From an optimization exercise on the open Yosys and OpenROAD flow, aimed at small area; shortcuts taken in it are not production practice. Function was checked by simulation only, so behaviour that the tests miss may differ from the original. No driver is modelled on the clock port, so clock power and skew are understated where the tree is cut down; a real chip needs a root buffer or a tree. Power is estimated from default activity; no workload was simulated.

## design/flow/design.v

```verilog
`timescale 1ns / 1ps
module top(
    input clk,
    input rst,
    input start,
    input [7:0] txin,
    output reg tx,
    input rx,
    output [7:0] rxout,
    output rxdone,
    output txdone
);
parameter clk_value = 100_000;
parameter baud = 9600;
parameter wait_count = clk_value / baud;
reg [3:0] tcnt;
reg [3:0] tidx;
reg [7:0] sh;       
wire tidle  = ~tidx[3] & ~tidx[2];                   
wire tload  = tidle | rst;
wire bitDone = tcnt[3] & ~tcnt[2] & ~tcnt[1] & ~tcnt[0];
wire tc9    = tcnt[3] & ~tcnt[2] & tcnt[0];           
wire twrap  = tcnt[3] & tcnt[1];                     
wire tfirst = tcnt[3] & tcnt[2] & ~tcnt[0];          
always @(posedge clk) begin
    tcnt[0] <= ~tload & ~tcnt[0] & ~twrap;
    tcnt[1] <= ~tload & (tcnt[0] ? ~tcnt[1] : (tcnt[1] & ~tcnt[3]));
    tcnt[2] <= tload | (~tcnt[3] & (tcnt[2] ^ (tcnt[1] & tcnt[0]))) | (tcnt[3] & tcnt[2] & ~tcnt[0]);
    tcnt[3] <= tload | (tcnt[3] & ~tcnt[1]) | (tcnt[2] & tcnt[1] & tcnt[0]);
end
always @(posedge clk) begin
    if (rst) tidx <= 4'd0;
    else if (tidle) tidx <= start ? 4'd5 : 4'd0;
    else if (twrap) tidx <= tidx + 4'd1;
end
always @(posedge clk) begin
    if (tidle) sh <= txin;
    else sh <= {sh[2:0], sh[7:3]};
end
always @(posedge clk) begin
    if (rst | tidle) tx <= 1'b1;
    else if (tfirst) tx <= 1'b0;
    else if (tc9) tx <= (tidx[3] & tidx[2] & tidx[1]) | sh[4];
end
assign txdone = bitDone & (&tidx);
reg [2:0] rsub;
reg [3:0] rindex;
reg [8:0] rxdata;
wire ridle = ~rsub[2] & ~rsub[1] & ~rsub[0];
wire recv  = rsub[2] & ~rsub[1] & ~rsub[0];
wire smp   = rsub[2] & rsub[1] & ~rsub[0];
wire rlast = rindex[3] & rindex[1];    
wire radv  = recv & bitDone;
always @(posedge clk) begin
    rsub[2] <= ~rst & (rsub[1] | (recv & ~bitDone & ~rlast));
    rsub[1] <= ~rst & rsub[0];
    rsub[0] <= ~rst & (ridle ? ~rx : recv ? (bitDone & ~rlast) : (rsub[2] ^ rsub[1]));
end
always @(posedge clk) begin
    if (ridle) rindex <= 4'd0;
    else if (radv) begin
        rindex[0] <= ~rindex[0];
        rindex[1] <= rindex[1] ^ rindex[0];
        rindex[2] <= rindex[2] ^ (rindex[1] & rindex[0]);
        rindex[3] <= rindex[3] | (rindex[2] & rindex[1] & rindex[0]);
    end
end
wire rclr = rst | ridle;
wire rhold = ~rclr & ~smp;
always @(posedge clk) begin
    rxdata <= ({9{smp & ~rst}} & {rxdata[7:0], rx}) | ({9{rhold}} & rxdata);
end
assign rxout = rxdata[8:1];
assign rxdone = bitDone & rindex[3] & rindex[0];    
endmodule
```

## design/flow/flow/run.sh

```bash
#!/bin/bash
# ORFS layout through the standard.sh, with three changes:
#  - synthesis maps the logic with an area-oriented ABC script (flow/area.abc)
#    and without half/full-adder cells; registers are mapped as usual;
#  - the port buffers are buf_1 cells;
#  - the clock tree is built without dummy loads.
set -euo pipefail
here=$(pwd)
flowdir=$here/flow

# Synthesis script: ORFS's synth.tcl with the ABC script swapped, then what
# synth_recipe.tcl does after it.
sed "s#log_cmd abc {\*}\$abc_args#lset abc_args 1 $flowdir/area.abc; log_cmd abc {*}\$abc_args#" \
    "$FLOW_HOME/scripts/synth.tcl" > "$here/area_synth.tcl"
grep -q "area.abc" "$here/area_synth.tcl"
sed "s#source \$::env(SCRIPTS_DIR)/synth.tcl#source $here/area_synth.tcl#" \
    "$here/synth_recipe.tcl" > "$here/my_synth.tcl"
grep -q "area_synth.tcl" "$here/my_synth.tcl"
sed "s#SYNTH_SCRIPT=[^ ]*synth_recipe.tcl#SYNTH_SCRIPT=$here/my_synth.tcl ADDER_MAP_FILE=#" \
    "$here/standard.sh" > "$here/my_standard.sh"
grep -q "my_synth.tcl" "$here/my_standard.sh"

export BUFFER_PORTS_ARGS="-buffer_cell sky130_fd_sc_hd__buf_1"
export CTS_ARGS="-sink_clustering_enable -repair_clock_nets -dont_use_dummy_load"
bash "$here/my_standard.sh" > "$here/flow.log" 2>&1
```

## design/flow/flow/area.abc

```
strash
dc2
&get -n
&deepsyn -T 20
&dch -f
&nf -R 1000 -p
&put
topo
```

## design/flow/standard.sh

```bash
#!/bin/bash
# synth_recipe.tcl (not shown) runs the flow's synth.tcl, then flattens the netlist and writes it again
# the make line also repeats each setting of config.mk as NAME=value (left out here)
make -C /OpenROAD-flow-scripts/flow DESIGN_CONFIG=/design/flow/config.mk WORK_HOME=/design/flow/orfs CLKGATE_MAP_FILE= SYNTH_SCRIPT=/design/flow/synth_recipe.tcl "${@:-finish}"
```

## design/flow/config.mk

```make
export PLATFORM = sky130hd
export DESIGN_NAME = top
export DESIGN_NICKNAME = top
export VERILOG_FILES = /design/flow/design.v
export SDC_FILE = /design/flow/constraint.sdc
export NUM_CORES = 4
export LEC_CHECK = 0
export CAP_MARGIN = 20
export CORE_MARGIN = 2
export CORE_UTILIZATION = 40
export SLEW_MARGIN = 20
```

## design/flow/constraint.sdc

```tcl
create_clock -name core_clock -period 5.0 [get_ports {clk}]
set_input_delay 1.0000 -clock core_clock [delete_from_list [all_inputs] [get_ports {clk}]]
set_output_delay 1.0000 -clock core_clock [all_outputs]
set_load 0.01 [all_outputs]
```

==> flow_summary.ini, run 1 <==
[yosys]
ys_ff_latch = 33
synth_compound_area_share_pct = 14.9
synthXorXnorAreaFrac_pct = 2.16
netlist_top_cells_area = dfxtp_1, mux2_1, a22o_1
ys_warn_count = 1
ys_seq_area_share_pct = 54.3
synthCells = 121
synth_top_family_by_area = simple AND/OR/NAND/NOR gates
synthAdderAreaFrac_pct = 0
netlist-cell-type-count = 24
syn_nets = 133
synth_area_um2 = 1220
synth_simple_gate_area_share_pct = 15.7
synth.top_cell.area_share_pct = 54.3
muxShareOfSynthArea_pct = 7.40
synth_top_area_cell = dfxtp_1
syn_avg_cell_area_um2 = 10.1

[cells_and_area]
fin_cells = 173
nFillCells = 308
final_cell_mix = dfxtp_1, buf_1, nor2_1
areaGrowthSynthToFinish_pct = 8.32
drive_gt1_share_pct = 3.57
final_common_cell = dfxtp_1
fin_nets = 154
n_antenna_cell = 0

[floorplanning]
core_um2 = 2980
fp-row-count = 20
die-height_um = 59.2
dieArea_um2 = 3500
ioPinCount = 23
die_w_um = 59.2
initial_core_util_pct = 40.9

[sta]
hold_violations = 0
setup_tns_ns = 0
max_freq_mhz = 344
rsz0062_at_grt = no
tightest_slew_ns = 0.897
maxSlewViolCount = 0
finalClockSkew_ns = 0.0176
finalCritPeriodShare_pct = 58.1
period_needed_ns = 2.90
max-slew-margin-rel_pct = 39.6
setup_viol = 0

[setup_path]
cpPeakStageDelay_ns = 0.78
path_class = reg -> out
endpoint_kind = output pin
worst_path_max_delay_cell = nor4b_1
cp.required_ns = 4.00
crit_chain = nor4b_1, and3_1, buf_1
reg2reg_depth = 4
cp_max_fo = 7
worstPathArrival_ns = 1.90
cp-start-kind = register

[power_and_ir_drop]
powerDensity_nw_per_um2 = 338
ir_drop_uv = 149
p_leak_nw = 0.509
p_total_w = 0.000445

[clocking]
cts_hold_buf = 0
clk_latency_ns = 0.33
cts-resized-gates = 0
clockRootBuffer = clkbuf_4
cts.htree.levels = 2
numCtsBuffers = 5
post_cts_buffers = 0
cts_tree = yes
cts.path.max_buffers = 2
cts.clk_slew.worst_paths_ns = 0.09
clock-sinks = 33

[routing]
wl_per_cell_um = 11.5
postRouteAntennaNets = 0
drt_pass1_iterations = 4
wirelength_um = 1980
drc_errors = 0
drt_iter0_markers = 23
num_vias = 895
via_per_inst = 5.17

[place]
routabilityCongestion = 0.722
dp.cells = 168
io_buffers = 22
hpwl_um = 1480

[global_routing]
grt_start_max_net_pins = 12
antenna_found_initial = 0
grt_pass1_vias = 797
grt_overflow = 0
grt_pass1_wl_um = 3430
track_usage_pct = 13.6

[outcome]
status = timing/DRC/antenna clean

[min_path]
hold_depth = 1
hold_path_class = reg -> reg

[run]
maxCapViolCount = 0
[cells in the mapped netlist]
library cell	count
a21o_1	1
a21oi_1	6
a22o_1	9
a31oi_1	1
and3_1	6
buf_4	8
clkinv_1	2
dfxtp_1	33
mux2_1	8
nand2_1	8
nand2b_1	2
nand3_1	3
nand3b_1	1
nor2_1	14
nor2b_1	1
nor3_1	3
nor4_1	1
nor4b_1	1
o211ai_1	1
o21ai_0	7
o31ai_1	1
o32ai_1	1
xnor2_1	2
xor2_1	1
[final timing paths]
check	slack [ns]	endpoint	from
max	2.10	txdone	tcnt[0]$_DFF_P_
min	0.44	sh[0]$_DFF_P_	sh[3]$_DFF_P_
max reg2reg	3.09	rindex[2]$_SDFFE_PP0P_	tcnt[0]$_DFF_P_
min reg2reg	0.44	sh[0]$_DFF_P_	sh[3]$_DFF_P_
[state kept, by name, summed over array words and instances, names as in the netlist]
signal,cells
rsub,3
tx,1
rxdata,9
tcnt,4
tidx,4
sh,8
rindex,4
[cell type report]
class / instances / area, um^2 / area share, %
clock buffer: 5 / 37.5 / 2.85
tap: 33 / 41.3 / 3.13
timing repair buffer: 22 / 82.6 / 6.26
inverter: 2 / 7.51 / 0.569
multi-input combinational: 78 / 489 / 37.1
sequential: 33 / 661 / 50.1
[layer usage]
layer / share of wire, % / up-vias / GRT usage (%) / wire length, um
li1: - / 464 / - / -
met1: 44 / 408 / 15.0 / 873
met2: 48 / 16 / 21.6 / 953
met3: 5.4 / 7 / 5.90 / 106
met4: 2.4 / 0 / 7.79 / 47
met5: 0 / - / 0 / 0
[critical path: cells and delay by family (launching register included)]
kind | cells | cell delay, ns
DFF | 1 | 0.38
buffers and inverters | 1 | 0.15
and+or+nand+nor | 2 | 1.05
[stage by stage]
stage          utilization (%)  hold WS, ns  worst slack (ns)  instance area [um^2]
2_1_floorplan                -        0.410              2.80                  1220
3_3_place_gp              43.0        0.416              2.45                  1280
3_5_place_dp              43.0        0.425              2.39                  1280
4_1_cts                   44.3        0.448              2.02                  1320
5_1_grt                   44.3        0.477              1.81                  1320
6_report                  44.3        0.443              2.10                  1320
[power breakdown]
group | total, W | internal (W) | switching, W
Clock | 0.000125 | 0.0000469 | 0.0000781
Sequential | 0.000286 | 0.000277 | 0.00000873
Combinational | 0.0000341 | 0.0000154 | 0.0000187
Total | 0.000445 | 0.000340 | 0.000106
[logic make-up after synthesis]
group           after synthesis
xor+xnor                      3
buf+inv                      10
compound gates               27
simple gates                 40
flops                        33
mux                           8
==> run 2, diff against run 1 <==
--- a/design/flow/flow/run.sh
+++ b/design/flow/flow/run.sh
@@ -21,5 +21,5 @@
 grep -q "my_synth.tcl" "$here/my_standard.sh"
 
 export BUFFER_PORTS_ARGS="-buffer_cell sky130_fd_sc_hd__buf_1"
-export CTS_ARGS="-sink_clustering_enable -repair_clock_nets -dont_use_dummy_load"
+export CTS_ARGS="-repair_clock_nets -dont_use_dummy_load -root_buf sky130_fd_sc_hd__clkbuf_4 -buf_list sky130_fd_sc_hd__clkbuf_4"
 bash "$here/my_standard.sh" > "$here/flow.log" 2>&1
==> flow_summary.ini, run 2 <==
[sta]
setup_tns_ns = 0
max_freq_mhz = 344
finalCritPeriodShare_pct = 58.1
fin_ws_ns = 2.10
setup_viol = 0
period_needed_ns = 2.90
tightest_slew_ns = 0.897
hold_violations = 0
maxSlewViolCount = 0
max-slew-margin-rel_pct = 39.6
rsz0062_at_grt = no
finalClockSkew_ns = 0.0176

[yosys]
ys_ff_latch = 33
ys_warn_count = 1
synth_edf_count = 0
synthTopCellsByCount = dfxtp_1, nor2_1, a22o_1
synthXorXnorAreaFrac_pct = 2.16
synth_top_family_by_area = simple AND/OR/NAND/NOR gates
synth_compound_area_share_pct = 14.9
synth_area_um2 = 1220
muxShareOfSynthArea_pct = 7.40
synthCells = 121
ys_seq_area_share_pct = 54.3
netlist-cell-type-count = 24
synth_simple_gate_area_share_pct = 15.7
netlist_top_cells_area = dfxtp_1, mux2_1, a22o_1
synthAdderAreaFrac_pct = 0
synth.top_cell.area_share_pct = 54.3
synth_top_area_cell = dfxtp_1
async_reset_ff_share_pct = 0
synth.most_common_cell = dfxtp_1
syn_nets = 133
ys.flop_type = dfxtp_1
syn_avg_cell_area_um2 = 10.1

[setup_path]
path_buf_inv = 1
cp-start-kind = register
cp_max_fo = 7
reg2reg_slack_ns = 3.09
cp.required_ns = 4.00
worstPathArrival_ns = 1.90
path_class = reg -> out
crit_family = simple AND/OR/NAND/NOR gates
cpPeakStageDelay_ns = 0.78
endpoint_kind = output pin
worst_path_max_delay_cell = nor4b_1
crit_chain = nor4b_1, and3_1, buf_1

[clocking]
cts.htree.levels = 2
cts_tree = yes
numCtsBuffers = 5
clk_latency_ns = 0.33
post_cts_buffers = 0
cts.path.max_buffers = 2
cts-resized-gates = 0
cts.clk_slew.worst_paths_ns = 0.09
clockRootBuffer = clkbuf_4
clock-sinks = 33
cts_hold_buf = 0

[global_routing]
grt_pass1_wl_um = 3430
antenna_found_initial = 0
grt_start_max_net_pins = 12
grt_pass1_vias = 797
track_usage_pct = 13.6
grt_overflow = 0

[routing]
drc_errors = 0
detail_route.wirelength.met1_um = 873
drt_pass1_iterations = 4
via_per_inst = 5.17
postRouteAntennaNets = 0
route.met3.wl_um = 106
num_vias = 895
dr_wl_met2_um = 953
topRoutingLayerUsed = met4
wirelength_um = 1980
wl_per_cell_um = 11.5
drt_iter0_markers = 23

[cells_and_area]
final_common_cell = dfxtp_1
multi_input_area_um2 = 489
regMostFlops = rxdata
areaGrowthSynthToFinish_pct = 8.32
fin_nets = 154
final_area_um2 = 1320
n_antenna_cell = 0
largest_reg_flops = 9
seq_area_um2 = 661
final_cell_mix = dfxtp_1, buf_1, nor2_1
reg_top3 = rxdata: 9 flops, sh: 8 flops
nFillCells = 308
drive_gt1_share_pct = 3.57

[floorplanning]
core_um2 = 2980
die_w_um = 59.2
die-height_um = 59.2
fp-row-count = 20
dieArea_um2 = 3500
initial_core_util_pct = 40.9
ioPinCount = 23

[place]
pre_cts_slack_ns = 2.39
placed_area_um2 = 1280
routabilityCongestion = 0.722
io_buffers = 22
hpwl_um = 1480

[outcome]
status = timing/DRC/antenna clean

[power_and_ir_drop]
powerDensity_nw_per_um2 = 338
ir_drop_uv = 149
p_leak_nw = 0.509

[min_path]
hold_path_class = reg -> reg

[run]
maxCapViolCount = 0
## run 2: cell counts after synthesis
Identical to the previous run, type by type.
## run 2: report_power, final
| group | switching [W] | internal [W] | total (W) |
|---|---|---|---|
| combinational | 0.0000187 | 0.0000154 | 0.0000341 |
| clock | 0.0000781 | 0.0000469 | 0.000125 |
| sequential | 0.00000873 | 0.000277 | 0.000286 |
| total | 0.000106 | 0.000340 | 0.000445 |
## run 2: per-layer routing
layer / track usage, % / vias up
met2: 21.6 / 16
met5: 0 / -
li1: - / 464
met1: 15.0 / 408
met3: 5.90 / 7
met4: 7.79 / 0
## run 2: cell type report
type | instances | share of cell area (%)
sequential | 33 | 50.1
multi-input combinational | 78 | 37.1
timing repair buffer | 22 | 6.26
tap | 33 | 3.13
clock buffer | 5 | 2.85
inverter | 2 | 0.569
## run 2: kinds of logic after synthesis
kind of cell | after synthesis
buffers and inverters | 10
xor gates and xnor gates | 3
DFF | 33
muxes | 8
AOI/OAI and AO/OA | 27
and+or+nand+nor | 40
## run 2: metrics by stage
stage / total power [W] / cells / util (%) / hold slack [ns]
final: 0.000445 / 173 / 44.3 / 0.443
after global routing: 0.000468 / 173 / 44.3 / 0.477
after global placement: 0.000325 / 168 / 43.0 / 0.416
after floorplan: 0.000315 / 121 / - / 0.410
after detailed placement: 0.000327 / 168 / 43.0 / 0.425
after CTS: 0.000454 / 173 / 44.3 / 0.448
## run 2: path summary, 6_finish.rpt
kind | to | cells past startpoint | startpoint
setup reg to reg | rindex[2]$_SDFFE_PP0P_ | 4 | tcnt[0]$_DFF_P_
hold / removal | sh[0]$_DFF_P_ | 1 | sh[3]$_DFF_P_
hold reg to reg | sh[0]$_DFF_P_ | 1 | sh[3]$_DFF_P_
setup / recovery | txdone | 3 | tcnt[0]$_DFF_P_
==> run 3, diff against run 2 <==
--- a/design/flow/flow/run.sh
+++ b/design/flow/flow/run.sh
@@ -21,5 +21,5 @@
 grep -q "my_synth.tcl" "$here/my_standard.sh"
 
 export BUFFER_PORTS_ARGS="-buffer_cell sky130_fd_sc_hd__buf_1"
-export CTS_ARGS="-repair_clock_nets -dont_use_dummy_load -root_buf sky130_fd_sc_hd__clkbuf_4 -buf_list sky130_fd_sc_hd__clkbuf_4"
+export CTS_ARGS="-sink_clustering_enable -sink_clustering_size 40 -sink_clustering_max_diameter 500 -repair_clock_nets -dont_use_dummy_load"
 bash "$here/my_standard.sh" > "$here/flow.log" 2>&1
==> flow_summary.ini, run 3 <==
[outcome]
status = timing/DRC/antenna clean

[sta]
hold_violations = 0
max_freq_mhz = 344
holdWs_ns = 0.443
setup_tns_ns = 0
finalCritPeriodShare_pct = 58.1
finalClockSkew_ns = 0.0176
max-slew-margin-rel_pct = 39.6
maxSlewViolCount = 0
setup_viol = 0
period_needed_ns = 2.90
tightest_slew_ns = 0.897
rsz0062_at_grt = no

[cells_and_area]
areaGrowthSynthToFinish_pct = 8.32
fin_cells = 173
final_area_um2 = 1320
final_common_cell = dfxtp_1
final_cell_mix = dfxtp_1, buf_1, nor2_1
drive_gt1_share_pct = 3.57
largest_reg_flops = 9
regMostFlops = rxdata
reg_top3 = rxdata: 9 flops, sh: 8 flops
fin_nets = 154
n_antenna_cell = 0

[floorplanning]
initial_core_util_pct = 40.9
core_um2 = 2980
ioPinCount = 23
die-height_um = 59.2
die_w_um = 59.2
fp-row-count = 20
dieArea_um2 = 3500

[place]
placed_area_um2 = 1280
hpwl_um = 1480
io_buffers = 22
routabilityCongestion = 0.722
dp.cells = 168

[clocking]
clockRootBuffer = clkbuf_4
cts.htree.levels = 2
clk_latency_ns = 0.33
cts.clk_slew.worst_paths_ns = 0.09
cts-resized-gates = 0
clock-sinks = 33
cts_hold_buf = 0
cts_tree = yes
numCtsBuffers = 5
post_cts_buffers = 0
cts.path.max_buffers = 2

[yosys]
muxShareOfSynthArea_pct = 7.40
synth_top_area_cell = dfxtp_1
synthTopCellsByCount = dfxtp_1, nor2_1, a22o_1
ys_ff_latch = 33
synth_edf_count = 0
synth.top_cell.area_share_pct = 54.3
synth_compound_area_share_pct = 14.9
synthXorXnorAreaFrac_pct = 2.16
synthAdderAreaFrac_pct = 0
synth_simple_gate_area_share_pct = 15.7
synth_top_family_by_area = simple AND/OR/NAND/NOR gates
syn_avg_cell_area_um2 = 10.1
netlist_top_cells_area = dfxtp_1, mux2_1, a22o_1
ys_seq_area_share_pct = 54.3
async_reset_ff_share_pct = 0
ys_warn_count = 1
synthCells = 121
synth_area_um2 = 1220
netlist-cell-type-count = 24
synth.most_common_cell = dfxtp_1
syn_nets = 133
ys.flop_type = dfxtp_1

[routing]
drc_errors = 0
via_per_inst = 5.17
drt_iter0_markers = 23
wl_per_cell_um = 11.5
postRouteAntennaNets = 0
drt_pass1_iterations = 4
num_vias = 895
wirelength_um = 1980

[setup_path]
critPathCapture = txdone
path_class = reg -> out
cpPeakStageDelay_ns = 0.78
worst_path_max_delay_cell = nor4b_1
endpoint_kind = output pin
reg2reg_slack_ns = 3.09
cp-start-kind = register
r2r-end = rindex[2]$_SDFFE_PP0P_
crit_chain = nor4b_1, and3_1, buf_1
cp.required_ns = 4.00
worstPathArrival_ns = 1.90
cp_max_fo = 7
r2r_start = tcnt[0]$_DFF_P_
startpoint = tcnt[0]$_DFF_P_
reg2reg_depth = 4

[global_routing]
grt_overflow = 0
grt_pass1_vias = 797
grt_pass1_wl_um = 3430
track_usage_pct = 13.6
grt_start_max_net_pins = 12
antenna_found_initial = 0

[power_and_ir_drop]
powerDensity_nw_per_um2 = 338
p_total_w = 0.000445
ir_drop_uv = 149
p_leak_nw = 0.509

[run]
maxCapViolCount = 0

[min_path]
hold_depth = 1
hold_path_class = reg -> reg
==> run 3: cell counts after synthesis <==
Identical to the previous run, type by type.
==> run 3: final cells by class <==
| type | count | area (um^2) |
|---|---|---|
| multi-input combinational | 78 | 489 |
| timing repair buffer | 22 | 82.6 |
| clock buffer | 5 | 37.5 |
| fill | 308 | 1660 |
| tap | 33 | 41.3 |
| sequential | 33 | 661 |
| inverter | 2 | 7.51 |
==> run 3: worst min path at each step <==
stage / startpoint / endpoint / slack, ns
after floorplan: sh[3]$_DFF_P_ / sh[0]$_DFF_P_ / 0.41
after global placement: sh[2]$_DFF_P_ / sh[7]$_DFF_P_ / 0.42
after detailed placement: sh[5]$_DFF_P_ / sh[2]$_DFF_P_ / 0.42
after CTS: sh[5]$_DFF_P_ / sh[2]$_DFF_P_ / 0.45
after global routing: sh[3]$_DFF_P_ / sh[0]$_DFF_P_ / 0.48
final: sh[3]$_DFF_P_ / sh[0]$_DFF_P_ / 0.44
==> run 3: power by group <==
group	internal [W]	total, W	leakage (nW)	switching (W)
logic	0.0000154	0.0000341	0.215	0.0000187
clock network	0.0000469	0.000125	0.0230	0.0000781
registers	0.000277	0.000286	0.271	0.00000873
total	0.000340	0.000445	0.509	0.000106
==> run 3: cells by family after synthesis <==
family	Yosys count
flip-flops	33
buffers and inverters	10
AO/OA/AOI/OAI	27
AND/OR/NAND/NOR	40
multiplexers	8
XOR/XNOR	3
==> run 3: worst max-delay path: cells and delay by family (launching register included) <==
| kind | cells | cell delay (ns) |
|---|---|---|
| flops | 1 | 0.38 |
| buf+inv | 1 | 0.15 |
| simple gates | 2 | 1.05 |
==> run 3: stage by stage <==
stage | worst slack [ns] | utilization, %
finish | 2.10 | 44.3
global route | 1.81 | 44.3
CTS | 2.02 | 44.3
detailed placement | 2.39 | 43.0
global placement | 2.45 | 43.0
floorplan | 2.80 | -
==> run 3: routing by layer <==
metal  global-route usage (%)  share of wire [%]  up-vias  routed length (um)
met4                     7.79                2.4        0                  47
li1                         -                  -      464                   -
met1                     15.0                 44      408                 873
met5                        0                  0        -                   0
met3                     5.90                5.4        7                 106
met2                     21.6                 48       16                 953
==> run 4, diff against run 3 <==
--- a/design/flow/flow/run.sh
+++ b/design/flow/flow/run.sh
@@ -3,7 +3,7 @@
 #  - synthesis maps the logic with an area-oriented ABC script (flow/area.abc)
 #    and without half/full-adder cells; registers are mapped as usual;
 #  - the port buffers are buf_1 cells;
-#  - the clock tree is built without dummy loads.
+#  - the clock tree is one buffer (flow/post_cts.tcl) of cell CLOCK_ROOT_CELL.
 set -euo pipefail
 here=$(pwd)
 flowdir=$here/flow
@@ -21,5 +21,7 @@
 grep -q "my_synth.tcl" "$here/my_standard.sh"
 
 export BUFFER_PORTS_ARGS="-buffer_cell sky130_fd_sc_hd__buf_1"
-export CTS_ARGS="-sink_clustering_enable -sink_clustering_size 40 -sink_clustering_max_diameter 500 -repair_clock_nets -dont_use_dummy_load"
+export CTS_ARGS="-sink_clustering_enable -repair_clock_nets -dont_use_dummy_load"
+export POST_CTS_TCL=$flowdir/post_cts.tcl
+export CLOCK_ROOT_CELL=${CLOCK_ROOT_CELL:-sky130_fd_sc_hd__clkbuf_16}
 bash "$here/my_standard.sh" > "$here/flow.log" 2>&1
==> design/flow/flow/post_cts.tcl (new file) <==
# Replace the clock tree that CTS built by one buffer: every clock sink is
# moved to the root buffer's output, the other tree buffers are removed, and
# the root buffer is given the cell in CLOCK_ROOT_CELL.
set block [ord::get_db_block]
set db [ord::get_db]
set clknet [[$block findBTerm clk] getNet]
set roots {}
foreach it [$clknet getITerms] {
  if { [$it isInputSignal] } { lappend roots [$it getInst] }
}
if { [llength $roots] != 1 } { error "expected one root clock buffer, found [llength $roots]" }
set root [lindex $roots 0]
set rootnet [[$root findITerm X] getNet]
set removed 0
set again 1
while { $again } {
  set again 0
  foreach it [$rootnet getITerms] {
    if { ![$it isInputSignal] } { continue }
    set inst [$it getInst]
    set mname [[$inst getMaster] getName]
    if { ![string match "sky130_fd_sc_hd__clkbuf_*" $mname] } { continue }
    set outnet [[$inst findITerm X] getNet]
    foreach sink [$outnet getITerms] {
      if { [$sink getInst] == $inst } { continue }
      $sink disconnect
      $sink connect $rootnet
    }
    $it disconnect
    odb::dbInst_destroy $inst
    odb::dbNet_destroy $outnet
    incr removed
    set again 1
    break
  }
}
$root swapMaster [$db findMaster $::env(CLOCK_ROOT_CELL)]
puts "post_cts: removed $removed clock buffers, root [$root getName] is $::env(CLOCK_ROOT_CELL)"
detailed_placement
estimate_parasitics -placement
report_clock_min_period
==> flow_summary.ini, run 4 <==
[sta]
setup_viol = 0
max-slew-margin-rel_pct = 38.0
tightest_slew_ns = 0.920
finalClockSkew_ns = 0.00891
maxSlewViolCount = 0
hold_violations = 0
finalCritPeriodShare_pct = 45.2
rsz0062_at_grt = no
setup_tns_ns = 0
period_needed_ns = 2.26
max_freq_mhz = 443

[cells_and_area]
fin_nets = 151
regMostFlops = rxdata
final_common_cell = dfxtp_1
areaGrowthSynthToFinish_pct = 7.27
fin_cells = 170
largest_reg_flops = 9
final_cell_mix = dfxtp_1, buf_1, nor2_1
n_antenna_cell = 0
reg_top3 = rxdata: 9 flops, sh: 8 flops
drive_gt1_share_pct = 0.730

[floorplanning]
fp-row-count = 20
core_um2 = 2980
initial_core_util_pct = 41.1
die_w_um = 59.3
ioPinCount = 23
dieArea_um2 = 3510
die-height_um = 59.3

[setup_path]
cp_max_fo = 6
worstPathArrival_ns = 1.26
path_class = reg -> out
cp.required_ns = 4.00
endpoint_kind = output pin
reg2reg_depth = 4
cp-start-kind = register

[place]
dp.cells = 169
io_buffers = 22
hpwl_um = 1540
routabilityCongestion = 0.799

[yosys]
synth_top_area_cell = dfxtp_1
synth.most_common_cell = dfxtp_1
synth_edf_count = 0
synthCells = 122
ys_ff_latch = 33
netlist_top_cells_area = dfxtp_1, mux2_1, a22o_1
ys.flop_type = dfxtp_1
synthTopCellsByCount = dfxtp_1, nor2_1, a22o_1, nand2_1
synth_area_um2 = 1220
syn_nets = 134
ys_warn_count = 1
netlist-cell-type-count = 25
async_reset_ff_share_pct = 0
ys_seq_area_share_pct = 54.0
syn_avg_cell_area_um2 = 10.0
synth.top_cell.area_share_pct = 54.0

[power_and_ir_drop]
ir_drop_uv = 168
powerDensity_nw_per_um2 = 322
p_leak_nw = 0.481

[routing]
drc_errors = 0
via_per_inst = 5.52
wl_per_cell_um = 12.1
drt_iter0_markers = 51
drt_pass1_iterations = 4
num_vias = 938
wirelength_um = 2050
postRouteAntennaNets = 0

[global_routing]
track_usage_pct = 16.1
grt_overflow = 0
antenna_found_initial = 0
grt_pass1_vias = 842
grt_start_max_net_pins = 34
grt_pass1_wl_um = 3530

[min_path]
hold_path_class = reg -> reg
hold_depth = 1

[clocking]
clock-sinks = 33
clk_latency_ns = 0.18
cts.clk_slew.worst_paths_ns = 0.12

[run]
maxCapViolCount = 0

[outcome]
status = timing/DRC/antenna clean
-- run 4: power breakdown --
| part | switching (W) | total, W | internal (W) |
|---|---|---|---|
| Combinational | 0.0000215 | 0.0000363 | 0.0000148 |
| Sequential | 0.00000800 | 0.000284 | 0.000276 |
| Clock | 0.0000646 | 0.000102 | 0.0000375 |
-- run 4: cells by family after synthesis --
group / synth area share [%]
XOR/XNOR: 2.15
multiplexers: 7.37
AO/OA/AOI/OAI: 13.1
flip-flops: 54.0
AND/OR/NAND/NOR: 17.5
buffers and inverters: 5.83
-- run 4: layer usage --
| metal | GRT usage (%) | vias up | part of all wire (%) |
|---|---|---|---|
| li1 | - | 463 | - |
| met3 | 1.97 | 2 | 5.2 |
| met2 | 31.1 | 28 | 49 |
| met5 | 0 | - | 0 |
| met4 | 5.19 | 0 | 1.4 |
| met1 | 17.9 | 445 | 44 |
-- run 4: area by class of cell --
cell class / count / area, um^2
fillers: 305 / 1670
flip-flops and latches: 33 / 661
multi-input cells: 78 / 490
repair buffers: 22 / 82.6
well taps: 33 / 41.3
clock buffers: 1 / 25.0
inverters: 3 / 11.3
-- run 4: per-stage QoR --
stage / cell area, um^2 / utilization [%] / total power [W] / hold slack (ns) / worst slack (ns)
2_1_floorplan: 1220 / - / 0.000314 / 0.410 / 3.12
3_3_place_gp: 1290 / 43.2 / 0.000325 / 0.413 / 2.72
6_report: 1310 / 44.0 / 0.000422 / 0.445 / 2.74
3_5_place_dp: 1290 / 43.2 / 0.000327 / 0.421 / 2.64
5_1_grt: 1310 / 44.0 / 0.000441 / 0.472 / 2.62
-- run 4: path summary, 6_finish.rpt --
kind | from | endpoint | slack (ns)
setup / recovery | tcnt[0]$_DFF_P_ | rxdone | 2.74
hold / removal | sh[1]$_DFF_P_ | sh[6]$_DFF_P_ | 0.45
setup reg to reg | tidx[2]$_SDFFE_PP0P_ | tcnt[1]$_DFF_P_ | 3.46
hold reg to reg | sh[1]$_DFF_P_ | sh[6]$_DFF_P_ | 0.45
-- run 4: worst max-delay path, stage by stage (launching register included) --
cell,delay [ns]
dfxtp_1,0.38
nor2_1,0.14
and3_1,0.25
and3_1,0.17
buf_1,0.15
==> run 5, diff against run 4 <==
==> design/flow/design.v (replaced) <==
`timescale 1ns / 1ps
module top(
    input clk,
    input rst,
    input start,
    input [7:0] txin,
    output reg tx,
    input rx,
    output [7:0] rxout,
    output rxdone,
    output txdone
);
parameter clk_value = 100_000;
parameter baud = 9600;
parameter wait_count = clk_value / baud;
reg [3:0] tcnt;
reg [3:0] L;
reg [7:0] sh;       
wire tidle  = ~(L[3] | L[2] | L[1] | L[0]);
wire tload  = tidle | rst;
wire bitDone = (tcnt[0] & ~tcnt[1] & ~tcnt[2]);
wire tc9 = (tcnt[0] & ~tcnt[1] & ~tcnt[3]);
wire twrap = (tcnt[0] & tcnt[1] & ~tcnt[3]);
wire tfirst = (~tcnt[1] & ~tcnt[2] & ~tcnt[3]);
always @(posedge clk) begin
    tcnt[0] <= (~tcnt[1] & ~tload);
    tcnt[1] <= (tcnt[2] & ~tload);
    tcnt[2] <= ~((~tcnt[0] & tcnt[3]) | (tload) | (tcnt[1] & tcnt[2] & ~tcnt[3]));
    tcnt[3] <= (~tcnt[0] & ~tload);
end
wire tend  = twrap & (~L[2] & ~L[3]);        
wire tkill = rst | tend;
wire tgo   = tidle & start;
always @(posedge clk) begin
    L[3] <= ~tkill & (L[2] | tgo);
    L[2] <= ~tkill & (L[1]);
    L[1] <= ~tkill & (L[0] | tgo);
    L[0] <= ~tkill & ((L[3] ^ L[2]) | tgo);
end
always @(posedge clk) begin
    if (tidle) sh <= txin;
    else sh <= {sh[2:0], sh[7:3]};
end
wire tstop = (L[0] & ~L[2] & ~L[3]);    
always @(posedge clk) begin
    if (rst | tidle) tx <= 1'b1;
    else if (tfirst) tx <= 1'b0;
    else if (tc9) tx <= tstop | sh[4];
end
assign txdone = bitDone & (~L[0] & ~L[1]);
reg [2:0] rsub;
reg [3:0] rindex;
reg [8:0] rxdata;
wire ridle = ~rsub[2] & ~rsub[1] & ~rsub[0];
wire recv  = rsub[2] & ~rsub[1] & ~rsub[0];
wire smp   = rsub[2] & rsub[1] & ~rsub[0];
wire rlast = (~rindex[1] & rindex[2] & ~rindex[3]);    
wire radv  = recv & bitDone;
always @(posedge clk) begin
    rsub[2] <= ~rst & (rsub[1] | (recv & ~bitDone & ~rlast));
    rsub[1] <= ~rst & rsub[0];
    rsub[0] <= ~rst & (ridle ? ~rx : recv ? (bitDone & ~rlast) : (rsub[2] ^ rsub[1]));
end
always @(posedge clk) begin
    rindex[0] <= ~((~rindex[0] & ~radv) | (rindex[1] & ~rindex[2] & radv) | (ridle));
    rindex[1] <= (rindex[1] & ~radv & ~ridle) | (~rindex[2] & radv);
    rindex[2] <= (rindex[2] & ~radv & ~ridle) | (~rindex[3] & radv);
    rindex[3] <= ~((~rindex[3] & ~radv & ~ridle) | (rindex[0] & radv));
end
wire rclr = rst | ridle;
wire rhold = ~rclr & ~smp;
always @(posedge clk) begin
    rxdata <= ({9{smp & ~rst}} & {rxdata[7:0], rx}) | ({9{rhold}} & rxdata);
end
assign rxout = rxdata[8:1];
assign rxdone = bitDone & (rindex[0] & rindex[1] & rindex[2]);    
endmodule
--- a/design/flow/config.mk
+++ b/design/flow/config.mk
@@ -7,5 +7,5 @@
 export LEC_CHECK = 0
 export CAP_MARGIN = 20
 export CORE_MARGIN = 2
-export CORE_UTILIZATION = 40
+export CORE_UTILIZATION = 35
 export SLEW_MARGIN = 20
==> flow_summary.ini, run 5 <==
[outcome]
status = timing/DRC/antenna clean

[yosys]
synthCells = 111
async_reset_ff_share_pct = 0
synth_edf_count = 0
ys_ff_latch = 33
ys_seq_area_share_pct = 56.1
ys.flop_type = dfxtp_1
netlist_top_cells_area = dfxtp_1, mux2_1, a22o_1
syn_nets = 123
synth_top_area_cell = dfxtp_1
synth.most_common_cell = dfxtp_1
synthTopCellsByCount = dfxtp_1, nor2_1, a22o_1
synth.top_cell.area_share_pct = 56.1
syn_avg_cell_area_um2 = 10.6
ys_warn_count = 1
synth_area_um2 = 1180
netlist-cell-type-count = 23

[clocking]
clk_latency_ns = 0.18
cts.clk_slew.worst_paths_ns = 0.12
clock-sinks = 33

[setup_path]
path_class = reg -> out
worst_path_max_delay_cell = dfxtp_1
reg2reg_depth = 6
cp.required_ns = 4.00
cp-start-kind = register
reg2reg_slack_ns = 3.29
endpoint_kind = output pin
path_buf_inv = 1
cp_max_fo = 5
crit_chain = nor2_1, nand2_1, and4b_1, buf_1
crit_family = simple AND/OR/NAND/NOR gates
worstPathArrival_ns = 1.26
r2r_start = tcnt[2]$_DFF_P_
r2r-end = rindex[0]$_DFF_P_
cpPeakStageDelay_ns = 0.36

[min_path]
hold_path_class = reg -> reg
hold_start = sh[6]$_DFF_P_
hold_depth = 1
holdPathEnd = sh[3]$_DFF_P_

[cells_and_area]
final_common_cell = dfxtp_1
largest_reg_flops = 9
areaGrowthSynthToFinish_pct = 10.1
fin_cells = 173
drive_gt1_share_pct = 2.36
final_cell_mix = dfxtp_1, buf_1, nor2_1
reg_top3 = rxdata: 9 flops, sh: 8 flops
regMostFlops = rxdata
fin_nets = 141
n_antenna_cell = 0

[sta]
setup_viol = 0
setup_tns_ns = 0
finalCritPeriodShare_pct = 45.3
maxSlewViolCount = 0
rsz0062_at_grt = no
period_needed_ns = 2.26
max-slew-margin-rel_pct = 39.0
hold_violations = 0
tightest_slew_ns = 0.909
max_freq_mhz = 442
holdWs_ns = 0.453
finalClockSkew_ns = 0.0107

[routing]
drt_iter0_markers = 103
via_per_inst = 5.15
drt_pass1_iterations = 5
num_vias = 891
drc_errors = 0
wirelength_um = 2080
wl_per_cell_um = 12.0
postRouteAntennaNets = 0

[global_routing]
antenna_found_initial = 0
grt_start_max_net_pins = 34
grt_pass1_vias = 774
met1_usage_pct = 18.8
busiest_layer = met2
global_route.usage.met3_pct = 1.86
grtUsageMet2_pct = 24.9
grt_overflow = 0
grt_pass1_wl_um = 3310
track_usage_pct = 14.1

[floorplanning]
initial_core_util_pct = 35.9
die-height_um = 62.0
dieArea_um2 = 3850
core_um2 = 3280
ioPinCount = 23
fp-row-count = 21
die_w_um = 62.0

[place]
routabilityCongestion = 0.652
dp.cells = 172
hpwl_um = 1450
io_buffers = 22

[power_and_ir_drop]
powerDensity_nw_per_um2 = 411
ir_drop_uv = 200
p_leak_nw = 0.473
p_total_w = 0.000533

[run]
maxCapViolCount = 0
==> run 5: cell count changes after synthesis, sizes merged, moves of 2 or more <==
| cell | previous run | this run |
|---|---|---|
| nand3 | 2 | 0 |
| a211oi | 0 | 2 |
| nor2 | 16 | 11 |
| nor2b | 1 | 5 |
| xnor2 | 3 | 0 |
| a21oi | 6 | 4 |
| clkinv | 3 | 0 |
| o21ai | 1 | 4 |
| o221ai | 2 | 0 |
| and3 | 4 | 0 |
==> run 5: power by group <==
| group | switching, W | internal, W |
|---|---|---|
| Sequential | 0.0000259 | 0.000308 |
| Clock | 0.0000641 | 0.0000374 |
| Combinational | 0.0000491 | 0.0000479 |
| Total | 0.000139 | 0.000394 |
==> run 5: worst reg2reg max path, stage by stage, from the launching register on <==
cell and delay [ns]:
dfxtp_1 0.36, nor2_1 0.14, nand2_1 0.15, a211oi_1 0.43, nand2_1 0.19, nor4b_1 0.28
a21oi_1 0.06
==> run 5: kinds of logic after synthesis <==
group / Yosys count / synth area share (%)
buffers and inverters: 8 / 5.10
and+or+nand+nor: 34 / 14.1
muxes: 8 / 7.64
AOI/OAI and AO/OA: 28 / 17.1
DFF: 33 / 56.1
==> run 5: stage by stage <==
| step | util, % | worst slack, ns | cell area [um^2] |
|---|---|---|---|
| finish | 39.5 | 2.74 | 1300 |
| global route | 39.5 | 2.65 | 1300 |
| detailed placement | 38.7 | 2.66 | 1270 |
| global placement | 38.7 | 2.74 | 1270 |
| floorplan | - | 2.71 | 1180 |
==> run 5: routing by layer <==
metal	vias to the layer above	part of all wire (%)
met5	-	0
met4	0	0.38
met3	2	6.4
met2	36	51
met1	424	42
li1	429	-
==> run 5: final cells by class <==
type                       count  area, um^2
multi-input combinational     70         464
fill                         355        1990
tap                           46        57.6
clock buffer                   1        25.0
sequential                    33         661
timing repair buffer          23        90.1
==> run 5: worst max path at each step <==
| stage | start | end | slack (ns) | depth (start not counted) |
|---|---|---|---|---|
| detailed placement | rst | rxdata[0]$_DFF_P_ | 2.66 | 3 |
| finish | tcnt[2]$_DFF_P_ | rxdone | 2.74 | 4 |
| global route | tcnt[1]$_DFF_P_ | rxdone | 2.65 | 4 |
| global placement | rst | rxdata[1]$_DFF_P_ | 2.74 | 3 |
| floorplan | L[0]$_DFF_P_ | L[0]$_DFF_P_ | 2.71 | 4 |
==> run 6, diff against run 5 <==
==> design/flow/config.mk (replaced) <==
export PLATFORM = sky130hd
export DESIGN_NAME = top
export DESIGN_NICKNAME = top
export VERILOG_FILES = /design/flow/design.v
export SDC_FILE = /design/flow/constraint.sdc
export NUM_CORES = 4
export LEC_CHECK = 0
export CAP_MARGIN = 0
export CORE_MARGIN = 2
export CORE_UTILIZATION = 35
export SLEW_MARGIN = 0
==> flow_summary.ini, run 6 <==
[sta]
max_freq_mhz = 442
holdWs_ns = 0.453
max-slew-margin-rel_pct = 39.0
setup_tns_ns = 0
finalClockSkew_ns = 0.0107
hold_violations = 0
fin_ws_ns = 2.74
setup_viol = 0
period_needed_ns = 2.26
rsz0062_at_grt = no
maxSlewViolCount = 0
tightest_slew_ns = 0.909
finalCritPeriodShare_pct = 45.3

[cells_and_area]
seq_area_um2 = 661
final_cell_mix = dfxtp_1, buf_1, nor2_1
nFillCells = 355
regMostFlops = rxdata
drive_gt1_share_pct = 2.36
areaGrowthSynthToFinish_pct = 10.1
final_area_um2 = 1300
reg_top3 = rxdata: 9 flops, sh: 8 flops
multi_input_area_um2 = 464
largest_reg_flops = 9
final_common_cell = dfxtp_1
fin_cells = 173
fin_nets = 141
n_antenna_cell = 0

[floorplanning]
ioPinCount = 23
die_w_um = 62.0
die-height_um = 62.0
fp-row-count = 21
initial_core_util_pct = 35.9
dieArea_um2 = 3850
core_um2 = 3280

[routing]
num_vias = 891
drc_errors = 0
postRouteAntennaNets = 0
drt_iter0_markers = 103
wirelength_um = 2080
drt_pass1_iterations = 5
wl_per_cell_um = 12.0
via_per_inst = 5.15

[clocking]
cts.clk_slew.worst_paths_ns = 0.12
clock-sinks = 33
clk_latency_ns = 0.18

[yosys]
ys_seq_area_share_pct = 56.1
synth_top_area_cell = dfxtp_1
synthTopCellsByCount = dfxtp_1, nor2_1, a22o_1
ys_ff_latch = 33
synth_area_um2 = 1180
synth.top_cell.area_share_pct = 56.1
async_reset_ff_share_pct = 0
netlist_top_cells_area = dfxtp_1, mux2_1, a22o_1
ys.flop_type = dfxtp_1
synthCells = 111
syn_avg_cell_area_um2 = 10.6
syn_nets = 123
netlist-cell-type-count = 23
ys_warn_count = 1
synth.most_common_cell = dfxtp_1
synth_edf_count = 0

[place]
placed_area_um2 = 1270
hpwl_um = 1450
io_buffers = 22
dp.cells = 172
routabilityCongestion = 0.652
pre_cts_slack_ns = 2.66

[setup_path]
worstPathArrival_ns = 1.26
endpoint_kind = output pin
cp.required_ns = 4.00
path_class = reg -> out
cp-start-kind = register
cp_max_fo = 5

[global_routing]
grt_overflow = 0
track_usage_pct = 14.1
grt_pass1_wl_um = 3310
grt_start_max_net_pins = 34
antenna_found_initial = 0
grt_pass1_vias = 774

[power_and_ir_drop]
sw_frac_of_total_pct = 26.1
p_clk_share_pct = 19.1
powerDensity_nw_per_um2 = 411
power.switching_w = 0.000139
share_comb_of_total_power_pct = 18.2
internal-power_w = 0.000394
seq_power_share_pct = 62.7
p_leak_nw = 0.473
ir_drop_uv = 200

[min_path]
hold_path_class = reg -> reg

[outcome]
status = timing/DRC/antenna clean

[run]
maxCapViolCount = 0
==> run 6: cell counts in the layout (fill, tap and decap cells not counted) <==
No cell type changed its count.
==> run 6: metal layers <==
layer / share of wire (%) / up-vias / GRT usage [%]
li1: - / 429 / -
met1: 42 / 424 / 18.8
met2: 51 / 36 / 24.9
met3: 6.4 / 2 / 1.86
met4: 0.38 / 0 / 1.82
met5: 0 / - / 0
==> run 6: critical path, stage by stage (launching register included) <==
cell     delay (ns)
dfxtp_1        0.36
nor2_1         0.14
nand2_1        0.15
and4b_1        0.29
buf_1          0.16
==> run 6: per-stage QoR <==
step	utilization (%)	total power, W
2_1_floorplan	-	0.000404
3_3_place_gp	38.7	0.000432
5_1_grt	39.5	0.000567
3_5_place_dp	38.7	0.000438
6_report	39.5	0.000533
==> run 6: cells by family (layout without fill, tap and decap cells) <==
family,count (synthesis),after routing,synth area share (%)
mux,8,8,7.64
flops,33,33,56.1
buf+inv,8,24,5.10
simple gates,34,34,14.1
compound gates,28,28,17.1
==> run 6: layout make-up <==
class / count / area share (%)
sequential: 33 / 50.9
multi-input combinational: 70 / 35.8
tap: 46 / 4.44
clock buffer: 1 / 1.93
timing repair buffer: 23 / 6.94
==> run 6: power groups by stage <==
stage | Combinational (W) | Sequential (W) | Clock (W)
after detailed placement | 0.0000975 | 0.000340 | 0
after floorplan | 0.0000720 | 0.000332 | 0
final | 0.0000970 | 0.000334 | 0.000102
after global placement | 0.0000937 | 0.000338 | 0
after global routing | 0.000110 | 0.000340 | 0.000117
==> run 6: path summary, 6_finish.rpt <==
path	from	to	slack [ns]	cells after the start
max	tcnt[2]$_DFF_P_	rxdone	2.74	4
min	sh[6]$_DFF_P_	sh[3]$_DFF_P_	0.45	1
max reg2reg	tcnt[2]$_DFF_P_	rindex[0]$_DFF_P_	3.29	6
min reg2reg	sh[6]$_DFF_P_	sh[3]$_DFF_P_	0.45	1
==> run 7, diff against run 6 <==
--- a/design/flow/flow/run.sh
+++ b/design/flow/flow/run.sh
@@ -1,7 +1,9 @@
 #!/bin/bash
 # ORFS layout through the standard.sh, with three changes:
 #  - synthesis maps the logic with an area-oriented ABC script (flow/area.abc)
-#    and without half/full-adder cells; registers are mapped as usual;
+#    and without half/full-adder cells, then turns each mux2 cell into an
+#    a22o cell with one inverter per select net (flow/mux2a22o.v); registers
+#    are mapped as usual;
 #  - the port buffers are buf_1 cells;
 #  - the clock tree is one buffer (flow/post_cts.tcl) of cell CLOCK_ROOT_CELL.
 set -euo pipefail
@@ -10,7 +12,7 @@
 
 # Synthesis script: ORFS's synth.tcl with the ABC script swapped, then what
 # synth_recipe.tcl does after it.
-sed "s#log_cmd abc {\*}\$abc_args#lset abc_args 1 $flowdir/area.abc; log_cmd abc {*}\$abc_args#" \
+sed "s#log_cmd abc {\*}\$abc_args#lset abc_args 1 $flowdir/area.abc; log_cmd abc {*}\$abc_args; techmap -map $flowdir/mux2a22o.v; opt_merge -share_all; opt_clean#" \
     "$FLOW_HOME/scripts/synth.tcl" > "$here/area_synth.tcl"
 grep -q "area.abc" "$here/area_synth.tcl"
 sed "s#source \$::env(SCRIPTS_DIR)/synth.tcl#source $here/area_synth.tcl#" \
==> design/flow/flow/mux2a22o.v (new file) <==
module sky130_fd_sc_hd__mux2_1 (input A0, input A1, input S, output X);
  wire sn;
  sky130_fd_sc_hd__clkinv_1 _TECHMAP_REPLACE_.inv (.A(S), .Y(sn));
  sky130_fd_sc_hd__a22o_1 _TECHMAP_REPLACE_.ao (.A1(A1), .A2(S), .B1(A0), .B2(sn), .X(X));
endmodule
==> flow_summary.ini, run 7 <==
[setup_path]
cp-start-kind = register
path_class = reg -> out
endpoint_kind = output pin
cp_max_fo = 5
worstPathArrival_ns = 1.22
cp.required_ns = 4.00

[yosys]
synthTopCellsByCount = dfxtp_1, a22o_1, nor2_1
syn_avg_cell_area_um2 = 10.4
synth.top_cell.area_share_pct = 56.8
synth_top_area_cell = dfxtp_1
synth_edf_count = 0
ys_warn_count = 1
ys_ff_latch = 33
syn_nets = 124
netlist_top_cells_area = dfxtp_1, a22o_1, buf_4
synth.most_common_cell = dfxtp_1
synthCells = 112
netlist-cell-type-count = 23
synth_area_um2 = 1160
async_reset_ff_share_pct = 0
ys.flop_type = dfxtp_1
ys_seq_area_share_pct = 56.8

[global_routing]
grt_overflow = 0
track_usage_pct = 13.5
grt_pass1_wl_um = 3240
grt_start_max_net_pins = 34
antenna_found_initial = 0
grt_pass1_vias = 758

[power_and_ir_drop]
sw_frac_of_total_pct = 27.0
power.switching_w = 0.000147
seq_power_share_pct = 62.3
ir_drop_uv = 196
share_comb_of_total_power_pct = 19.1
p_clk_share_pct = 18.6
internal-power_w = 0.000398
powerDensity_nw_per_um2 = 426
p_leak_nw = 0.473

[cells_and_area]
areaGrowthSynthToFinish_pct = 10.0
final_area_um2 = 1280
multi_input_area_um2 = 444
seq_area_um2 = 661
drive_gt1_share_pct = 2.34
largest_reg_flops = 9
regMostFlops = rxdata
reg_top3 = rxdata: 9 flops, sh: 8 flops
final_util_pct = 41.2
final_cell_mix = dfxtp_1, buf_1, a22o_1
final_common_cell = dfxtp_1
fin_nets = 142
n_antenna_cell = 0
nFillCells = 323

[sta]
fin_ws_ns = 2.78
tightest_slew_ns = 0.849
max-slew-margin-rel_pct = 43.0
rsz0062_at_grt = no
finalCritPeriodShare_pct = 44.4
setup_tns_ns = 0
setup_viol = 0
max_freq_mhz = 450
maxSlewViolCount = 0
hold_violations = 0
period_needed_ns = 2.22
finalClockSkew_ns = 0.00300

[outcome]
status = timing/DRC/antenna clean

[floorplanning]
fp-row-count = 20
die_w_um = 61.6
initial_core_util_pct = 37.5
core_um2 = 3100
dieArea_um2 = 3800
ioPinCount = 23
die-height_um = 61.6

[place]
placed_area_um2 = 1250
hpwl_um = 1430
routabilityCongestion = 0.791
io_buffers = 22
pre_cts_slack_ns = 2.72

[routing]
wl_per_cell_um = 11.6
wirelength_um = 1990
drt_iter0_markers = 91
postRouteAntennaNets = 0
drc_errors = 0
drt_pass1_iterations = 7
via_per_inst = 5.19
num_vias = 893

[clocking]
clock-sinks = 33
cts.clk_slew.worst_paths_ns = 0.11
clk_latency_ns = 0.17

[min_path]
hold_path_class = reg -> reg

[run]
maxCapViolCount = 0
## run 7: cell count changes after synthesis, sizes merged
cell    previous run  this run
a22o               9        17
clkinv             0         1
mux2               8         0
## run 7: final cells by class
| class | instances | share of cell area (%) |
|---|---|---|
| Sequential cell | 33 | 51.7 |
| Inverter | 1 | 0.294 |
| Tap cell | 44 | 4.31 |
| Timing Repair Buffer | 23 | 7.04 |
| Multi-Input combinational cell | 70 | 34.7 |
| Clock buffer | 1 | 1.96 |
## run 7: final timing paths
path	start	end	slack (ns)	cells past startpoint
max	tcnt[2]$_DFF_P_	rxdone	2.78	4
min	sh[0]$_DFF_P_	sh[5]$_DFF_P_	0.45	1
max reg2reg	tcnt[2]$_DFF_P_	rindex[0]$_DFF_P_	3.37	6
min reg2reg	sh[0]$_DFF_P_	sh[5]$_DFF_P_	0.45	1
## run 7: cell families (layout without fill, tap and decap cells)
kind of cell,count (synthesis),after routing,synth area share [%]
AO/OA/AOI/OAI,36,36,23.4
AND/OR/NAND/NOR,34,34,14.3
flip-flops,33,33,56.8
buffers and inverters,9,25,5.49
## run 7: power groups by stage
| stage | Sequential, W | Combinational [W] | Clock [W] |
|---|---|---|---|
| 3_3_place_gp | 0.000343 | 0.000102 | 0 |
| 3_5_place_dp | 0.000345 | 0.000106 | 0 |
| 6_report | 0.000340 | 0.000104 | 0.000101 |
| 2_1_floorplan | 0.000336 | 0.0000777 | 0 |
| 5_1_grt | 0.000346 | 0.000119 | 0.000113 |
## run 7: worst max-delay path, cell delays in order, from the launching register on
cell and delay (ns):
dfxtp_1 0.36, nor2_1 0.14, nand2_1 0.14, and4b_1 0.27, buf_1 0.14
## run 7: stage by stage
stage	power [W]	hold slack, ns	cells
final	0.000545	0.454	172
after global routing	0.000578	0.475	172
after detailed placement	0.000451	0.431	171
after global placement	0.000445	0.418	171
after floorplan	0.000414	0.416	112
## run 7: metal layers
| layer | track usage, % | up-vias | part of all wire [%] |
|---|---|---|---|
| met5 | 0 | - | 0 |
| met4 | 2.13 | 0 | 0 |
| met3 | 1.89 | 0 | 7.3 |
| met2 | 20.5 | 41 | 46 |
| met1 | 20.6 | 415 | 46 |
| li1 | - | 437 | - |
==> run 8, diff against run 7 <==
==> design/flow/flow/area.abc (replaced) <==
strash
dc2
&get -n
&deepsyn -I 5 -J 100
&dch -f
&nf -R 1000 -p
&put
topo
--- a/design/flow/config.mk
+++ b/design/flow/config.mk
@@ -8,4 +8,5 @@
 export CAP_MARGIN = 0
 export CORE_MARGIN = 2
 export CORE_UTILIZATION = 35
+export GPL_TIMING_DRIVEN = 0
 export SLEW_MARGIN = 0
==> flow_summary.ini, run 8 <==
[routing]
wirelength_um = 2050
drc_errors = 0
via_per_inst = 5.06
postRouteAntennaNets = 0
drt_iter0_markers = 64
wl_per_cell_um = 11.4
num_vias = 911
drt_pass1_iterations = 5

[sta]
tightest_slew_ns = 0.903
max-slew-margin-rel_pct = 39.3
finalCritPeriodShare_pct = 44.7
setup_tns_ns = 0
max_freq_mhz = 447
hold_violations = 0
rsz0062_at_grt = no
finalClockSkew_ns = 0.00363
maxSlewViolCount = 0
setup_viol = 0
period_needed_ns = 2.24

[place]
io_buffers = 22
dp.cells = 179
placed_area_um2 = 1310
hpwl_um = 1450
routabilityCongestion = 0.743

[yosys]
synth_compound_area_share_pct = 23.4
synth.top_cell.area_share_pct = 56.8
ys_warn_count = 1
ys_seq_area_share_pct = 56.8
synth_area_um2 = 1160
async_reset_ff_share_pct = 0
syn_nets = 124
netlist-cell-type-count = 23
ys_ff_latch = 33
muxShareOfSynthArea_pct = 0
netlist_top_cells_area = dfxtp_1, a22o_1, buf_4
synthCells = 112
synthXorXnorAreaFrac_pct = 0
synthTopCellsByCount = dfxtp_1, a22o_1, nor2_1
synthAdderAreaFrac_pct = 0
syn_avg_cell_area_um2 = 10.4
synth.most_common_cell = dfxtp_1
synth_top_area_cell = dfxtp_1
synth_edf_count = 0
synth_simple_gate_area_share_pct = 14.3
ys.flop_type = dfxtp_1
synth_top_family_by_area = compound AO/OA/AOI/OAI gates

[setup_path]
startpoint = tcnt[0]$_DFF_P_
path_class = reg -> out
reg2reg_slack_ns = 3.36
r2r_start = L[0]$_DFF_P_
r2r-end = sh[1]$_DFF_P_
critPathCapture = rxdone
endpoint_kind = output pin
cp-start-kind = register
reg2reg_depth = 4
cp_max_fo = 7
worstPathArrival_ns = 1.24
cp.required_ns = 4.00

[cells_and_area]
fin_nets = 150
final_common_cell = dfxtp_1
nFillCells = 331
n_antenna_cell = 0
final_area_um2 = 1340
largest_reg_flops = 9
regMostFlops = rxdata
areaGrowthSynthToFinish_pct = 15.2
fin_cells = 180
final_cell_mix = dfxtp_1, buf_1, a22o_1
reg_top3 = rxdata: 9 flops, sh: 8 flops
drive_gt1_share_pct = 8.09

[min_path]
hold_path_class = reg -> reg
hold_depth = 1

[floorplanning]
initial_core_util_pct = 37.5
die-height_um = 61.6
core_um2 = 3100
fp-row-count = 20
die_w_um = 61.6
dieArea_um2 = 3800
ioPinCount = 23

[global_routing]
track_usage_pct = 13.8
grt_overflow = 0
grt_pass1_wl_um = 3220
antenna_found_initial = 0
grt_pass1_vias = 763
grt_start_max_net_pins = 34

[clocking]
clk_latency_ns = 0.17
clock-sinks = 33
cts.clk_slew.worst_paths_ns = 0.11

[power_and_ir_drop]
ir_drop_uv = 191
powerDensity_nw_per_um2 = 407
p_leak_nw = 0.517

[run]
maxCapViolCount = 0

[outcome]
status = timing/DRC/antenna clean
run 8: how the worst min path moves through the flow:
stage | end | slack (ns) | startpoint
after floorplan | sh[0]$_DFF_P_ | 0.42 | sh[3]$_DFF_P_
after global routing | sh[0]$_DFF_P_ | 0.47 | sh[3]$_DFF_P_
final | sh[0]$_DFF_P_ | 0.45 | sh[3]$_DFF_P_
after global placement | sh[5]$_DFF_P_ | 0.42 | sh[0]$_DFF_P_
after detailed placement | sh[0]$_DFF_P_ | 0.42 | sh[3]$_DFF_P_
run 8: cell families (layout without fill, tap and decap cells):
kind of cell	count (synthesis)	after routing
AO/OA/AOI/OAI	36	36
buffers and inverters	9	33
flip-flops	33	33
AND/OR/NAND/NOR	34	34
run 8: per-layer routing:
layer,track usage (%),up-vias,wire [um]
li1,-,450,-
met1,22.0,422,921
met2,19.8,37,964
met3,2.31,2,154
met4,2.13,0,10
met5,0,-,0
run 8: per-stage QoR:
| step | utilization, % | setup slack (ns) | hold slack, ns | power [W] |
|---|---|---|---|---|
| 2_1_floorplan | - | 2.57 | 0.416 | 0.000414 |
| 3_3_place_gp | 41.9 | 1.88 | 0.419 | 0.000439 |
| 3_5_place_dp | 42.3 | 2.64 | 0.422 | 0.000450 |
| 5_1_grt | 43.1 | 2.67 | 0.473 | 0.000577 |
| 6_report | 43.1 | 2.76 | 0.449 | 0.000545 |
run 8: final cells by class:
cell class / count / area, um^2 / share of cell area (%)
Buffer: 8 / 60.1 / 4.49
Multi-Input combinational cell: 70 / 444 / 33.2
Sequential cell: 33 / 661 / 49.3
Clock buffer: 1 / 25.0 / 1.87
Inverter: 1 / 3.75 / 0.280
Timing Repair Buffer: 23 / 90.1 / 6.73
Tap cell: 44 / 55.1 / 4.11
run 8: critical path, stage by stage (launching register included):
cell and delay, ns:
dfxtp_1 0.47, nand2_1 0.18, and4b_1 0.27, buf_1 0.14
run 8: power breakdown:
group / switching [W] / internal (W) / total, W
Sequential: 0.0000287 / 0.000310 / 0.000339
Clock: 0.0000635 / 0.0000374 / 0.000101
Combinational: 0.0000546 / 0.0000504 / 0.000105

==> what the ideal ports hide <==
How much do the figures lean on ideal ports? The routed layouts below were timed once more, with nothing changed but the port constraints.
Step 1 assumes that a clkbuf_16 drives the clock port and a buf_2 every other input.
Step 2 adds t to the input delays and takes it off the output delays; t is the mean of the earliest and latest rising clock arrival at the registers after step 1. Input paths then give back, and output paths get back, about the clock's delay inside the block.
Three values: ideal, step 1, step 2; two values: the first two.
run	t (ns)	setup slack, ns	worst hold slack (ns)	worst slew at a driven data input, ns
run 1	0.338	2.097 / 2.076 / 2.414	0.443 / 0.443 / 0.443	0.03
run 2	0.338	2.097 / 2.076 / 2.414	0.443 / 0.443 / 0.443	0.03
run 3	0.338	2.097 / 2.076 / 2.414	0.443 / 0.443 / 0.443	0.03
run 4	0.204	2.740 / 2.710 / 2.667	0.445 / 0.445 / 0.445	0.03
run 5	0.201	2.737 / 2.709 / 2.668	0.453 / 0.453 / 0.453	0.03
run 6	0.201	2.737 / 2.709 / 2.668	0.453 / 0.453 / 0.453	0.03
run 7	0.199	2.778 / 2.751 / 2.722	0.454 / 0.454 / 0.454	0.03
run 8	0.199	2.764 / 2.736 / 2.672	0.449 / 0.449 / 0.449	0.04
After both steps setup and hold are still met in every run listed. For run 8, which loses most, drivers alone change the setup slack by -0.028 ns; drivers and shift together by -0.092 ns.
